What follows belongs to an exercise in optimizing a design on an open flow for small area; a production flow would make more cautious choices.
In this exercise RTL edits were held to simulation tests only and were not proved equivalent to the original.

run 1:
Design filter, start of the top module:
module filter #(
    parameter ERR_SIZE = 8,
    parameter N_SIZE = 8,
    parameter TDC_SIZE = 255,
    parameter K_INT_SIZE = 8,
    parameter K_FRAC_SIZE = 8,
    parameter ACCUMULATOR_SIZE = 24,
    parameter LF_OUT_SIZE = 16,
    parameter FILTER_OUT_SIZE = 5,
    parameter DOUT_SIZE = 32
)(
    input logic clk_ref,
    input logic n_rst,
    input logic enable,
    input logic [1 : 0] freq_lock_range,
    input logic [N_SIZE - 1: 0] n,
    input logic [TDC_SIZE - 1:0] tdc_therm,
    input logic [7:0] freq,
    input signed [(K_INT_SIZE + K_FRAC_SIZE) - 1:0] kp,
    input signed [(K_INT_SIZE + K_FRAC_SIZE)- 1:0] ki,
    output logic [FILTER_OUT_SIZE - 1 : 0] filter_out,
    output logic [DOUT_SIZE - 1: 0] dout,
    output logic [DOUT_SIZE - 1: 0] dout_neg,
    output logic [LF_OUT_SIZE - 1 : 0] lf_out,
    output logic [ERR_SIZE - 1: 0] therm_to_bin_out,
    output logic freq_locked,
    output logic phase_locked
);
export LEC_CHECK = 0
export CAP_MARGIN = 10
export CORE_MARGIN = 2
export CORE_UTILIZATION = 50
export GPL_TIMING_DRIVEN = 0
export SLEW_MARGIN = 10
export SYNTH_HIERARCHICAL = 1
export SYNTH_MINIMUM_KEEP_SIZE = 0
create_clock -name core_clock -period 500.0 [get_ports {clk_ref}]
standard.sh (not shown) runs the stock make flow with config.mk's settings and CLKGATE_MAP_FILE= SYNTH_SCRIPT=/design/flow/synth_recipe.tcl, a recipe that flattens the netlist after the stock synthesis.
==> flow/flow/run.sh <==
#!/bin/bash
# Layout flow: the standard ORFS layout with these changes:
#  - synthesis maps with an area-oriented abc script (flow/synth.tcl);
#  - each port is buffered by the smallest buffer cell (buf_1) instead of the
#    cell buffer_ports picks by default;
#  - clock tree synthesis uses clkbuf_8 and inserts
#    no dummy loads.
set -euo pipefail
work=$(pwd)
export FLOW_WORK=$work
export FLOW_ABC_SCRIPT=$work/flow/abc_area.script
bash standard.sh SYNTH_SCRIPT=$work/flow/synth.tcl \
  BUFFER_PORTS_ARGS="-buffer_cell sky130_fd_sc_hd__buf_1" \
  CTS_ARGS="-sink_clustering_enable -repair_clock_nets -dont_use_dummy_load -root_buf sky130_fd_sc_hd__clkbuf_8 -buf_list sky130_fd_sc_hd__clkbuf_8" \
  finish > standard_make.log 2>&1
==> flow/flow/abc_area.script <==
&get -n
&st
&dch -f
&nf -a -p -F 8 -A 4 -C 32 -R 1000
&put
==> flow/flow/synth.tcl <==
# The standard flow's synthesis script (synth_recipe.tcl in the work folder) run unchanged,
# except that the final technology mapping by abc uses an area-oriented abc
# script (flow/abc_area.script) in place of ORFS's delay-oriented one.
proc abc {args} {
  set i [lsearch -exact $args -script]
  if {$i >= 0} { lset args [expr {$i + 1}] $::env(FLOW_ABC_SCRIPT) }
  yosys abc {*}$args
}
source $::env(FLOW_WORK)/synth_recipe.tcl
Run 1 reached the end of the flow, and the finished layout is clean on the timing, design-rule and antenna checks.
Edits applied to the flow inputs when going from run 1 to run 2:
Settings: a change of CORE_UTILIZATION from 50 to 70; a change of SLEW_MARGIN from 10 to 0; an added PLACE_DENSITY of 0.8; a change of CAP_MARGIN from 10 to 0.
diff --git a/flow/flow/run.sh b/flow/flow/run.sh
--- a/flow/flow/run.sh
+++ b/flow/flow/run.sh
@@ -5,3 +5,3 @@
 #    cell buffer_ports picks by default;
-#  - clock tree synthesis uses clkbuf_8 and inserts
+#  - clock tree synthesis uses clkbuf_4 (clkbuf_8 at the root) and inserts
 #    no dummy loads.
@@ -13,3 +13,3 @@
   BUFFER_PORTS_ARGS="-buffer_cell sky130_fd_sc_hd__buf_1" \
-  CTS_ARGS="-sink_clustering_enable -repair_clock_nets -dont_use_dummy_load -root_buf sky130_fd_sc_hd__clkbuf_8 -buf_list sky130_fd_sc_hd__clkbuf_8" \
+  CTS_ARGS="-sink_clustering_enable -repair_clock_nets -dont_use_dummy_load -root_buf sky130_fd_sc_hd__clkbuf_8 -buf_list sky130_fd_sc_hd__clkbuf_4" \
   finish > standard_make.log 2>&1
==> flow/flow/abc_area.script <==
&get -n
&st
&dch -f
&nf -a -R 1000
&put
--- outcome ---
Of run 1 and run 2, only run 2 fails to finish with a clean layout. STATUS run=run 2 STAGES=ALL_DONE FINAL_CHECKS=FAILED CAUSE=capacitance limit, slew limit. Run 1 -> run 2: share of the cycle needed by the critical path after routing flat. Per the comparison of run 2 with run 1, count of placed standard cells in the final layout, fillers left out fell 90; via count of the first global-routing pass rose 22%.
diff inputs: run 2 => run 3
Settings: CORE_UTILIZATION changed from 70 to 50; PLACE_DENSITY removed (was 0.8); CAP_MARGIN changed from 0 to 5; SLEW_MARGIN changed from 0 to 5.
diff --git a/flow/flow/run.sh b/flow/flow/run.sh
--- a/flow/flow/run.sh
+++ b/flow/flow/run.sh
@@ -5,3 +5,3 @@
 #    cell buffer_ports picks by default;
-#  - clock tree synthesis uses clkbuf_4 (clkbuf_8 at the root) and inserts
+#  - clock tree synthesis uses clkbuf_8 and inserts
 #    no dummy loads.
@@ -13,3 +13,3 @@
   BUFFER_PORTS_ARGS="-buffer_cell sky130_fd_sc_hd__buf_1" \
-  CTS_ARGS="-sink_clustering_enable -repair_clock_nets -dont_use_dummy_load -root_buf sky130_fd_sc_hd__clkbuf_8 -buf_list sky130_fd_sc_hd__clkbuf_4" \
+  CTS_ARGS="-sink_clustering_enable -repair_clock_nets -dont_use_dummy_load -root_buf sky130_fd_sc_hd__clkbuf_8 -buf_list sky130_fd_sc_hd__clkbuf_8" \
   finish > standard_make.log 2>&1
==> flow/flow/abc_area.script <==
&get -n
&st
&dch -f
&nf -a -p -F 8 -A 4 -C 32 -R 1000
&put
### Flow results
Run 3 finished every step from synthesis to the final layout, and the layout passed the timing, design-rule and antenna checks. Diff run 3 and run 2: global-route usage higher in run 2. More vias were needed by run 2 than by run 3. Taking run 2 as the reference point, the first-pass GRT wire length of run 3 falls by about 18%. For the total number of placement rows, run 3 came in 10 higher than run 2 did. Lower fraction of met3 tracks used by global routing was reported by run 3, not run 2. | upper clock frequency limit | run 3 vs run 2 | ≈ equal |. Re layout clock buffer count: no difference whatsoever between run 3 and run 2. Going from run 2 to run 3, setup slack grows by 0.12 ns. Run 3 against run 2: hold slack went down by 0.037 ns.
Inputs modified between run 3 and run 4:
Settings: changing SLEW_MARGIN from 5 to 20; changing CAP_MARGIN from 5 to 20.
Results
- Having completed the whole flow, run 4 delivered a layout that passed the timing, design-rule and antenna checks.
- Summary of run 4 over run 3: maximum net fanout on the critical path has decreased; final worst-path cycle share stayed essentially flat; design area grew by 110 sq um; minimum setup slack after placement shows an increase of 0.15 ns.
- Taking run 3 as the reference point, the number of cells on the critical path of run 4 rises by 1.
- Count of antenna diodes in the layout, run 3 and run 4: higher on run 4
- For the worst clock skew, run 4 came in 0.012 ns lower than run 3 did.
- Run 4 -> run 3: multi-input gate count delta 0, exact match
- Number of placed instances, taps included delta (run 4 -> run 3): insignificant
- | total track usage | run 4 vs run 3 | ≈ equal |

========
## job 761
Another version of the RTL of filter (not shown whole).
Size: about 1700 cells after synthesis.
==> flow/design.v (excerpt) <==
module filter #(
    parameter ERR_SIZE = 8,
    parameter N_SIZE = 8,
    parameter TDC_SIZE = 255,
    parameter K_INT_SIZE = 8,
    parameter K_FRAC_SIZE = 8,
    parameter ACCUMULATOR_SIZE = 24,
    parameter LF_OUT_SIZE = 16,
    parameter FILTER_OUT_SIZE = 5,
    parameter DOUT_SIZE = 32
)(
    input logic clk_ref,
    input logic n_rst,
    input logic enable,
    input logic [1 : 0] freq_lock_range,
    input logic [N_SIZE - 1: 0] n,
    input logic [TDC_SIZE - 1:0] tdc_therm,
    input logic [7:0] freq,
    input signed [(K_INT_SIZE + K_FRAC_SIZE) - 1:0] kp,
    input signed [(K_INT_SIZE + K_FRAC_SIZE)- 1:0] ki,
    output logic [FILTER_OUT_SIZE - 1 : 0] filter_out,
    output logic [DOUT_SIZE - 1: 0] dout,
    output logic [DOUT_SIZE - 1: 0] dout_neg,
    output logic [LF_OUT_SIZE - 1 : 0] lf_out,
    output logic [ERR_SIZE - 1: 0] therm_to_bin_out,
    output logic freq_locked,
    output logic phase_locked
);
Settings: LEC_CHECK=0, CAP_MARGIN=20, CORE_MARGIN=2, CORE_UTILIZATION=40, SLEW_MARGIN=20, SYNTH_HIERARCHICAL=1, SYNTH_MINIMUM_KEEP_SIZE=0; clock period 500.0 ns.
run.sh (not shown) runs the stock make flow with config.mk's settings and CLKGATE_MAP_FILE= SYNTH_SCRIPT=/design/flow/synth_recipe.tcl, a recipe that flattens the netlist after the stock synthesis.
Stock flow here: none of the scripts above is used.
diff inputs: job 761 => job 9448
==> flow/flow/run.sh (new file) <==
#!/bin/bash
# Layout flow: the standard ORFS layout, with each port buffered by the
# smallest buffer cell instead of the cell buffer_ports picks by default.
set -euo pipefail
bash standard.sh BUFFER_PORTS_ARGS="-buffer_cell sky130_fd_sc_hd__buf_1" finish > standard_make.log 2>&1
==> flow/standard.sh (new file) <==
#!/bin/bash
# synth_recipe.tcl (not shown) runs the flow's synth.tcl, then flattens the netlist and writes it again
# the make line also repeats each setting of config.mk as NAME=value (left out here)
make -C /OpenROAD-flow-scripts/flow DESIGN_CONFIG=/design/flow/config.mk WORK_HOME=/design/flow/orfs CLKGATE_MAP_FILE= SYNTH_SCRIPT=/design/flow/synth_recipe.tcl "${@:-finish}"
removed: flow/run.sh
Relative to job 761, final instance area has decreased by 11% in job 9448.
For the transition time at the pin with the least slew margin, job 9448 came in 0.039 ns lower than job 761 did.
The lower total number of cells along the worst setup path of job 9448 and job 761 is in job 9448.
Compared with job 761, job 9448 shows a sum of routed wire length over all layers that is 1900 µm lower.
Sequential share of cell area: job 9448 vs job 761 up 1.2 points
In job 9448, the wire length on met3 came out about 12% below the value in job 761.

[separate check: timing with driven ports]
In the flow no input, the clock included, has a driving cell. The finished layouts below were timed again as built, in two steps. Step 1 sets driving cells, clkbuf_16 on the clock port and buf_2 on the other inputs (assumed; they add their load-dependent delay and slew). Step 2 adds t to the input delays and takes it off the output delays; t is the mean of the earliest and latest rising clock arrival at the registers after step 1. Input paths then give back, and output paths get back, about the clock's delay inside the block. Three values: ideal ports, drivers, drivers and shift; two values: the first two.
run | t, ns | setup slack, ns | worst setup path after step 2 | slew at the worst register clock pin (ns) | worst slew at a driven data input, ns
run 1 | 0.416 | 293.761 / 293.743 / 293.743 | input to output | 0.10 / 0.10 | 0.13
run 2 | 0.452 | 293.627 / 293.608 / 293.608 | input to output | 0.12 / 0.12 | 0.17
run 3 | 0.414 | 293.749 / 293.731 / 293.731 | input to output | 0.11 / 0.11 | 0.11
run 4 | 0.411 | 293.870 / 293.851 / 293.851 | input to output | 0.09 / 0.09 | 0.13
job 761 | 0.402 | 293.254 / 293.230 / 293.230 | input to output | 0.08 / 0.08 | 0.18
job 9448 | 0.410 | 293.645 / 293.621 / 293.621 | input to output | 0.08 / 0.08 | 0.16
